From an optimization exercise on the open Yosys and OpenROAD flow, aimed at small area and a short achievable clock period; shortcuts taken in it are not production practice.
Only simulation tests tie the RTL to the original design; equivalence was not proved.
No driver is modelled on the clock port, so clocking that relies on it looks cheaper here than on a real chip.

==> try-juniper: inputs <==
==> flow/design.v <==
module mdu_sel (est, dk, p2, p1, m1, m2);
  input [6:0] est;
  input [3:0] dk;
  output p2, p1, m1, m2;
  reg [6:0] t2, t1, t0, tm;
  wire [6:0] eu = est ^ 7'h40;
  always @(*) begin
    case (dk)
      4'd0: begin t2 = 76; t1 = 68; t0 = 60; tm = 51; end
      4'd1: begin t2 = 77; t1 = 68; t0 = 59; tm = 50; end
      4'd2: begin t2 = 77; t1 = 68; t0 = 59; tm = 50; end
      4'd3: begin t2 = 78; t1 = 69; t0 = 59; tm = 49; end
      4'd4: begin t2 = 79; t1 = 69; t0 = 59; tm = 48; end
      4'd5: begin t2 = 80; t1 = 69; t0 = 59; tm = 48; end
      4'd6: begin t2 = 81; t1 = 69; t0 = 58; tm = 47; end
      4'd7: begin t2 = 82; t1 = 70; t0 = 58; tm = 46; end
      4'd8: begin t2 = 82; t1 = 70; t0 = 58; tm = 46; end
      4'd9: begin t2 = 83; t1 = 70; t0 = 57; tm = 45; end
      4'd10: begin t2 = 84; t1 = 70; t0 = 57; tm = 44; end
      4'd11: begin t2 = 84; t1 = 70; t0 = 57; tm = 43; end
      4'd12: begin t2 = 85; t1 = 71; t0 = 57; tm = 42; end
      4'd13: begin t2 = 86; t1 = 71; t0 = 56; tm = 41; end
      4'd14: begin t2 = 86; t1 = 71; t0 = 56; tm = 41; end
      default: begin t2 = 87; t1 = 72; t0 = 56; tm = 40; end
    endcase
  end
  wire g2 = eu >= t2;
  wire g1 = eu >= t1;
  wire g0 = eu >= t0;
  wire gm = eu >= tm;
  assign p2 = g2;
  assign p1 = g1 & ~g2;
  assign m1 = gm & ~g0;
  assign m2 = ~gm;
endmodule
module mdu (a, b, mul, prod, quo, rem);
  input [31:0] a, b;
  input mul;
  output [31:0] prod, quo, rem;
  wire z16 = ~|b[31:16];
  wire [31:0] b1 = z16 ? {b[15:0], 16'b0} : b;
  wire [63:0] a1 = z16 ? {16'b0, a, 16'b0} : {32'b0, a};
  wire z8 = ~|b1[31:24];
  wire [31:0] b2 = z8 ? {b1[23:0], 8'b0} : b1;
  wire [63:0] a2 = z8 ? {a1[55:0], 8'b0} : a1;
  wire z4 = ~|b2[31:28];
  wire [31:0] b3 = z4 ? {b2[27:0], 4'b0} : b2;
  wire [63:0] a3 = z4 ? {a2[59:0], 4'b0} : a2;
  wire z2 = ~|b3[31:30];
  wire [31:0] b4 = z2 ? {b3[29:0], 2'b0} : b3;
  wire [63:0] a4 = z2 ? {a3[61:0], 2'b0} : a3;
  wire z1 = ~b4[31];
  wire [31:0] dn = z1 ? {b4[30:0], 1'b0} : b4;
  wire [63:0] xn = z1 ? {a4[62:0], 1'b0} : a4;
  wire [4:0] s = {z16, z8, z4, z2, z1};
  wire [31:0] dm = mul ? a : dn;
  wire [63:0] x = mul ? 64'b0 : xn;
  wire [32:0] ws [0:17];
  wire [32:0] wc [0:17];
  wire [33:0] qp, qn;
  assign ws[0] = {3'b0, x[63:34]};
  assign wc[0] = 33'b0;
  wire [32:0] d1 = {1'b0, dm};
  wire [32:0] d2 = {dm, 1'b0};
  genvar j;
  generate
    for (j = 1; j <= 17; j = j + 1) begin : row
      wire [34:0] ts = {ws[j-1], x[35-2*j:34-2*j]};
      wire [34:0] tc = {wc[j-1], 2'b00};
      wire [6:0] est = ts[34:28] + tc[34:28];
      wire sp2, sp1, sm1, sm2;
      mdu_sel sel (.est(est), .dk(dm[30:27]), .p2(sp2), .p1(sp1), .m1(sm1), .m2(sm2));
      wire bh = (2*(17-j)+1 <= 31) ? b[(2*(17-j)+1 <= 31) ? 2*(17-j)+1 : 0] : 1'b0;
      wire bm = (2*(17-j) <= 31) ? b[(2*(17-j) <= 31) ? 2*(17-j) : 0] : 1'b0;
      wire bl = (j == 17) ? 1'b0 : b[(j == 17) ? 0 : 2*(17-j)-1];
      wire bp2 = bh & ~bm & ~bl;
      wire bp1 = bh & (bm ^ bl);
      wire bm1 = ~bh & (bm ^ bl);
      wire bm2 = ~bh & bm & bl;
      wire p2 = mul ? bp2 : sp2;
      wire p1 = mul ? bp1 : sp1;
      wire m1 = mul ? bm1 : sm1;
      wire m2 = mul ? bm2 : sm2;
      wire [32:0] o = ({33{p2}} & ~d2) | ({33{p1}} & ~d1) | ({33{m1}} & d1) | ({33{m2}} & d2);
      wire [32:0] t3s = ts[32:0];
      wire [32:0] t3c = tc[32:0];
      assign ws[j] = t3s ^ t3c ^ o;
      wire [32:0] cy = (t3s & t3c) | (t3s & o) | (t3c & o);
      assign wc[j] = {cy[31:0], p2 | p1};
      assign qp[2*(17-j)+1 : 2*(17-j)] = {p2, p1};
      assign qn[2*(17-j)+1 : 2*(17-j)] = {m2, m1};
    end
  endgenerate
  wire [32:0] w = ws[17] + wc[17];
  wire neg = w[32];
  wire [32:0] rs3 = ws[17] ^ wc[17] ^ d1;
  wire [32:0] rc3 = (ws[17] & wc[17]) | (ws[17] & d1) | (wc[17] & d1);
  wire [32:0] wd = rs3 + {rc3[31:0], 1'b0};
  wire [31:0] r = neg ? wd[31:0] : w[31:0];
  wire [31:0] q = qp[31:0] + ~qn[31:0] + {31'b0, ~neg};
  wire bz = ~|b;
  assign prod = w[31:0];
  assign quo = bz ? 32'hFFFFFFFF : q;
  assign rem = bz ? a : (r >> s);
endmodule
module outModule (v, show, out1, out2, out3, negative);
  input [7:0] v;
  input show;
  output [6:0] out1, out2, out3;
  output negative;
  wire [7:0] m = v[7] ? (~v + 8'd1) : v;
  wire [3:0] hun = (m >= 8'd100) ? 4'd1 : 4'd0;
  wire [6:0] r = (m >= 8'd100) ? m - 8'd100 : m;
  wire [3:0] ten = r / 7'd10;
  wire [3:0] uni = r % 7'd10;
  assign out1 = show ? seg(hun) : 7'b1111111;
  assign out2 = show ? seg(ten) : 7'b1111111;
  assign out3 = show ? seg(uni) : 7'b1111111;
  assign negative = ~(v[7] & show);
  function [6:0] seg;
    input [3:0] d;
    case (d)
      4'd0: seg = 7'b0000001;
      4'd1: seg = 7'b1001111;
      4'd2: seg = 7'b0010010;
      4'd3: seg = 7'b0000110;
      4'd4: seg = 7'b1001100;
      4'd5: seg = 7'b0100100;
      4'd6: seg = 7'b0100000;
      4'd7: seg = 7'b0001111;
      4'd8: seg = 7'b0000000;
      default: seg = 7'b0001100;
    endcase
  endfunction
endmodule
module bbtronenhancedCPU (clock, reset, switches, instr_addr, instr_data, wire_out1, wire_out2, wire_out3, wire_negative);
  input clock;
  input reset;
  input [15:0] switches;
  output [15:0] instr_addr;
  input [31:0] instr_data;
  output [6:0] wire_out1;
  output [6:0] wire_out2;
  output [6:0] wire_out3;
  output wire_negative;
  reg [15:0] pc;
  reg [31:0] regBench [1:31];
  reg [31:0] RAM [0:31];
  wire [5:0] op = instr_data[31:26];
  wire [4:0] rs = instr_data[25:21];
  wire [4:0] rt = instr_data[20:16];
  wire [4:0] rd = instr_data[15:11];
  wire [4:0] sh = instr_data[10:6];
  wire [15:0] imm = instr_data[15:0];
  wire o_add  = op == 6'h00;
  wire o_sub  = op == 6'h01;
  wire o_and  = op == 6'h02;
  wire o_or   = op == 6'h03;
  wire o_xor  = op == 6'h04;
  wire o_slt  = op == 6'h05;
  wire o_mul  = op == 6'h06;
  wire o_div  = op == 6'h07;
  wire o_rem  = op == 6'h08;
  wire o_beq  = op == 6'h09;
  wire o_bne  = op == 6'h0A;
  wire o_addi = op == 6'h0B;
  wire o_subi = op == 6'h0C;
  wire o_inc  = op == 6'h0D;
  wire o_dec  = op == 6'h0E;
  wire o_lw   = op == 6'h0F;
  wire o_sw   = op == 6'h10;
  wire o_not  = op == 6'h11;
  wire o_sll  = op == 6'h12;
  wire o_srl  = op == 6'h13;
  wire o_lwi  = op == 6'h14;
  wire o_in   = op == 6'h15;
  wire o_out  = op == 6'h16;
  wire o_j    = op == 6'h17;
  wire o_halt = op == 6'h18;
  wire o_jal  = op == 6'h1A;
  wire o_jr   = op == 6'h1B;
  wire o_blt  = op == 6'h1C;
  wire o_ble  = op == 6'h1D;
  wire o_bgt  = op == 6'h1E;
  wire o_bge  = op == 6'h1F;
  wire o_mov  = op == 6'h20;
  wire o_la   = op == 6'h21;
  wire rtype = op <= 6'h08;
  wire wr = rtype | o_addi | o_subi | o_inc | o_dec | o_lw | o_not | o_sll | o_srl |
            o_lwi | o_in | o_jal | o_mov | o_la;
  wire [4:0] wa = (rtype | o_jal) ? rd : rt;
  wire [31:0] A = (rs == 5'd0) ? 32'd0 : regBench[rs];
  wire [31:0] B = (rt == 5'd0) ? 32'd0 : regBench[rt];
  wire cmp = o_sub | o_slt | o_beq | o_blt | o_ble | o_bgt | o_bge;
  wire [15:0] ins = o_in ? switches : imm;
  wire [31:0] simm = {{16{ins[15]}}, ins};
  wire useB = o_add | cmp;
  wire useI = o_addi | o_subi | o_lwi | o_in;
  wire inv = cmp | o_subi | o_dec;
  wire [31:0] y = ((useB ? B : 32'd0) | (useI ? simm : 32'd0)) ^ {32{inv}};
  wire [31:0] x = (o_inc | o_dec) ? B : A;
  wire cin = cmp | o_subi | o_inc;
  wire [32:0] sum = {1'b0, x} + {1'b0, y} + {32'd0, cin};
  wire lt = ~sum[32];
  wire eq = sum[31:0] == 32'd0;
  wire [31:0] prod, quo, remd;
  mdu u_mdu (.a(A), .b(B), .mul(o_mul), .prod(prod), .quo(quo), .rem(remd));
  wire [4:0] maddr = A[4:0] + imm[4:0];
  wire [31:0] mrd = RAM[maddr];
  wire [31:0] shl = A << sh;
  wire [31:0] shr = A >> sh;
  wire arith = o_add | o_sub | o_addi | o_subi | o_inc | o_dec | o_lwi | o_in;
  wire pass = o_jal | o_mov | o_la;
  wire [31:0] wdata =
      ({32{arith}} & sum[31:0]) |
      ({32{o_and}} & (A & B)) |
      ({32{o_or}}  & (A | B)) |
      ({32{o_xor}} & (A ^ B)) |
      ({32{o_not}} & ~A) |
      ({32{o_slt}} & {31'd0, lt}) |
      ({32{o_mul}} & prod) |
      ({32{o_div}} & quo) |
      ({32{o_rem}} & remd) |
      ({32{o_sll}} & shl) |
      ({32{o_srl}} & shr) |
      ({32{o_lw}}  & mrd) |
      ({32{pass}}  & A);
  wire [16:0] pc1 = {1'b0, pc} + 17'd1;
  integer i;
  always @(posedge clock) begin
    for (i = 1; i < 32; i = i + 1)
      if (wr && wa == i)
        regBench[i] <= wdata;
    if (o_jal)
      regBench[31] <= {15'd0, pc1};
    if (o_sw)
      RAM[maddr] <= B;
  end
  wire taken = o_bne | (o_beq & eq) | (o_blt & ~lt) | (o_ble & ~lt & ~eq) |
               (o_bgt & (lt | eq)) | (o_bge & lt);
  always @(posedge clock) begin
    if (reset)
      pc <= 16'd0;
    else if (o_halt)
      pc <= pc;
    else if (o_j | o_jal | taken)
      pc <= imm;
    else if (o_jr)
      pc <= A[15:0];
    else
      pc <= pc1[15:0];
  end
  assign instr_addr = pc;
  outModule u_out (.v(A[7:0]), .show(o_out), .out1(wire_out1), .out2(wire_out2), .out3(wire_out3), .negative(wire_negative));
endmodule
==> flow/run.sh <==
#!/bin/bash
# synth_recipe.tcl (not shown) runs the flow's synth.tcl, then flattens the netlist and writes it again
# the make line also repeats each setting of config.mk as NAME=value (left out here)
make -C /OpenROAD-flow-scripts/flow DESIGN_CONFIG=/design/flow/config.mk WORK_HOME=/design/flow/orfs CLKGATE_MAP_FILE= SYNTH_SCRIPT=/design/flow/synth_recipe.tcl finish
==> flow/config.mk <==
export PLATFORM = sky130hd
export DESIGN_NAME = bbtronenhancedCPU
export DESIGN_NICKNAME = bbtronenhancedCPU
export VERILOG_FILES = /design/flow/design.v
export SDC_FILE = /design/flow/constraint.sdc
export NUM_CORES = 4
export LEC_CHECK = 0
export ABC_AREA = 1
export CAP_MARGIN = 20
export CORE_MARGIN = 2
export CORE_UTILIZATION = 40
export PLACE_DENSITY = 0.6
export SLEW_MARGIN = 20
==> flow/constraint.sdc <==
create_clock -name core_clock -period 140.0 [get_ports {clock}]
set_input_delay 28.0000 -clock core_clock [delete_from_list [all_inputs] [get_ports {clock}]]
set_output_delay 28.0000 -clock core_clock [all_outputs]
set_load 0.01 [all_outputs]
==> inputs of try-nickel, as changes to try-juniper <==
--- a/flow/design.v
+++ b/flow/design.v
@@ -25,8 +25,22 @@
     endcase
   end
-  wire g2 = eu >= t2;
-  wire g1 = eu >= t1;
-  wire g0 = eu >= t0;
-  wire gm = eu >= tm;
+  wire [7:0] c2, c1, c0, cm;
+  assign c2[0] = 1'b1;
+  assign c1[0] = 1'b1;
+  assign c0[0] = 1'b1;
+  assign cm[0] = 1'b1;
+  genvar i;
+  generate
+    for (i = 0; i < 7; i = i + 1) begin : cmp
+      assign c2[i+1] = (eu[i] & ~t2[i]) | (eu[i] & c2[i]) | (~t2[i] & c2[i]);
+      assign c1[i+1] = (eu[i] & ~t1[i]) | (eu[i] & c1[i]) | (~t1[i] & c1[i]);
+      assign c0[i+1] = (eu[i] & ~t0[i]) | (eu[i] & c0[i]) | (~t0[i] & c0[i]);
+      assign cm[i+1] = (eu[i] & ~tm[i]) | (eu[i] & cm[i]) | (~tm[i] & cm[i]);
+    end
+  endgenerate
+  wire g2 = c2[7];
+  wire g1 = c1[7];
+  wire g0 = c0[7];
+  wire gm = cm[7];
   assign p2 = g2;
   assign p1 = g1 & ~g2;
@@ -145,6 +159,4 @@
   output wire_negative;
   reg [15:0] pc;
-  reg [31:0] regBench [1:31];
-  reg [31:0] RAM [0:31];
   wire [5:0] op = instr_data[31:26];
   wire [4:0] rs = instr_data[25:21];
@@ -190,6 +202,17 @@
             o_lwi | o_in | o_jal | o_mov | o_la;
   wire [4:0] wa = (rtype | o_jal) ? rd : rt;
-  wire [31:0] A = (rs == 5'd0) ? 32'd0 : regBench[rs];
-  wire [31:0] B = (rt == 5'd0) ? 32'd0 : regBench[rt];
+  wire [31:0] rv [0:31];
+  wire [31:0] mv [0:31];
+  assign rv[0] = 32'd0;
+  reg [31:0] A, B, mrd;
+  integer k;
+  always @(*) begin
+    A = 32'd0;
+    B = 32'd0;
+    for (k = 1; k < 32; k = k + 1) begin
+      A = A | (rv[k] & {32{rs == k}});
+      B = B | (rv[k] & {32{rt == k}});
+    end
+  end
   wire cmp = o_sub | o_slt | o_beq | o_blt | o_ble | o_bgt | o_bge;
   wire [15:0] ins = o_in ? switches : imm;
@@ -207,5 +230,9 @@
   mdu u_mdu (.a(A), .b(B), .mul(o_mul), .prod(prod), .quo(quo), .rem(remd));
   wire [4:0] maddr = A[4:0] + imm[4:0];
-  wire [31:0] mrd = RAM[maddr];
+  always @(*) begin
+    mrd = 32'd0;
+    for (k = 0; k < 32; k = k + 1)
+      mrd = mrd | (mv[k] & {32{maddr == k}});
+  end
   wire [31:0] shl = A << sh;
   wire [31:0] shr = A >> sh;
@@ -227,14 +254,24 @@
       ({32{pass}}  & A);
   wire [16:0] pc1 = {1'b0, pc} + 17'd1;
-  integer i;
-  always @(posedge clock) begin
-    for (i = 1; i < 32; i = i + 1)
-      if (wr && wa == i)
-        regBench[i] <= wdata;
-    if (o_jal)
-      regBench[31] <= {15'd0, pc1};
-    if (o_sw)
-      RAM[maddr] <= B;
-  end
+  genvar g;
+  generate
+    for (g = 1; g < 32; g = g + 1) begin : rf
+      reg [31:0] r;
+      always @(posedge clock) begin
+        if (g == 31 && o_jal)
+          r <= {15'd0, pc1};
+        else if (wr && wa == g)
+          r <= wdata;
+      end
+      assign rv[g] = r;
+    end
+    for (g = 0; g < 32; g = g + 1) begin : dm
+      reg [31:0] m;
+      always @(posedge clock)
+        if (o_sw && maddr == g)
+          m <= B;
+      assign mv[g] = m;
+    end
+  endgenerate
   wire taken = o_bne | (o_beq & eq) | (o_blt & ~lt) | (o_ble & ~lt & ~eq) |
                (o_bgt & (lt | eq)) | (o_bge & lt);
==> flow/flow/run.sh (new file) <==
#!/bin/bash
# The standard layout (standard.sh) with one extra step: after clock tree
# synthesis, flow/post_cts.tcl runs a further setup repair pass (ORFS's
# POST_CTS_TCL hook). Each tool's output goes to a log file in this folder.
set -euo pipefail
here=$(pwd)
export POST_CTS_TCL="$here/flow/post_cts.tcl"
bash standard.sh synth > "$here/standard_synth.log" 2>&1
bash standard.sh > "$here/standard_layout.log" 2>&1
==> flow/flow/post_cts.tcl (new file) <==
# Extra setup repair after CTS. The design's clock period leaves positive
# slack, so ORFS's own repair pass stops at once; this one keeps resizing and
# buffering the critical paths until they gain the margin below (or no move
# helps), then legalises the placement again.
if { [env_var_exists_and_non_empty DONT_USE_CELLS] } {
  set_dont_use $::env(DONT_USE_CELLS)
}
estimate_parasitics -placement
report_worst_slack -max
repair_timing -setup -setup_margin 80 -repair_tns 0 -verbose
detailed_placement
check_placement -verbose
estimate_parasitics -placement
report_worst_slack -max
report_worst_slack -min
==> flow/standard.sh (new file) <==
#!/bin/bash
# synth_recipe.tcl (not shown) runs the flow's synth.tcl, then flattens the netlist and writes it again
# the make line also repeats each setting of config.mk as NAME=value (left out here)
make -C /OpenROAD-flow-scripts/flow DESIGN_CONFIG=/design/flow/config.mk WORK_HOME=/design/flow/orfs CLKGATE_MAP_FILE= SYNTH_SCRIPT=/design/flow/synth_recipe.tcl "${@:-finish}"
removed: flow/run.sh
==> flow_summary.ini <==
[run_status]
outcome = no timing/DRC/antenna violations

[drt]
routed_wl_um = 674000

[timing]
setup_ws_post_layout_ps = 49370

[finish]
sh_seq_area_pct = 39.0
fin_util_pct = 46.7

[synthesis]
ys_top_cells_by_area = sky130_fd_sc_hd__edfxtp_1 (45%), sky130_fd_sc_hd__nand2_1 (9.4%), sky130_fd_sc_hd__fa_1 (8.0%)
synth_top_family_by_area = simple AND/OR/NAND/NOR gates
netlist_area_um2 = 134000

[grt]
grt_pass1_wl_um = 922000
global_route.usage.met1_pct = 45.7

[place]
detailed_place.area_um2 = 141000

[floorplanning]
initial_util_pct = 40.1
That was try-nickel.
==> flow_summary.ini <==
[run_status]
outcome = no timing/DRC/antenna violations

[finish]
sh_seq_area_pct = 39.1
fin_util_pct = 43.6

[floorplanning]
initial_util_pct = 40.2
overall_die_height_um = 602

[drt]
routed_wl_um = 685000

[setup_path]
rr_endpoint = regBench[21][27]$_DFFE_PP_

[grt]
grt_pass1_wl_um = 942000

[timing]
setup_ws_post_layout_ps = 25000

[synthesis]
synth_largest_type_area_fraction_pct = 42.0
synth_top_family_by_area = compound AO/OA/AOI/OAI gates
ys_top_cells_by_area = sky130_fd_sc_hd__edfxtp_1 (42%), sky130_fd_sc_hd__fa_1 (7.5%), sky130_fd_sc_hd__nand2_1 (6.0%)

[place]
detailed_place.area_um2 = 148000
That was try-juniper.

-- afterwards: timing with drivers on the ports --
In the flow no input, the clock included, has a driving cell. The finished layouts below were timed again as built, in two steps. Step 1, drivers: a clkbuf_16 drives clock and a buf_2 each remaining input, both assumed. Step 2 moves the port delays by t, midway between the first and last clock arrival at a register: inputs arrive t later, outputs are due t later. That takes back most of the time a late clock gives input paths. a / b / c = no drivers / after step 1 / after step 2; a / b = the first two.
run | shift t [ns] | setup slack, ns | latest minus earliest clock arrival (ns) | worst slew at a driven data input, ns
try-juniper | 1.012 | 25.002 / 25.063 / 24.051 | 0.108 / 0.108 | 0.25
try-nickel | 0.932 | 49.374 / 49.411 / 48.479 | 0.079 / 0.080 | 0.26
After both steps every run listed still meets setup and hold. The setup slack of try-juniper, which loses most, moves by +0.061 ns with the drivers and by -0.951 ns with both steps.
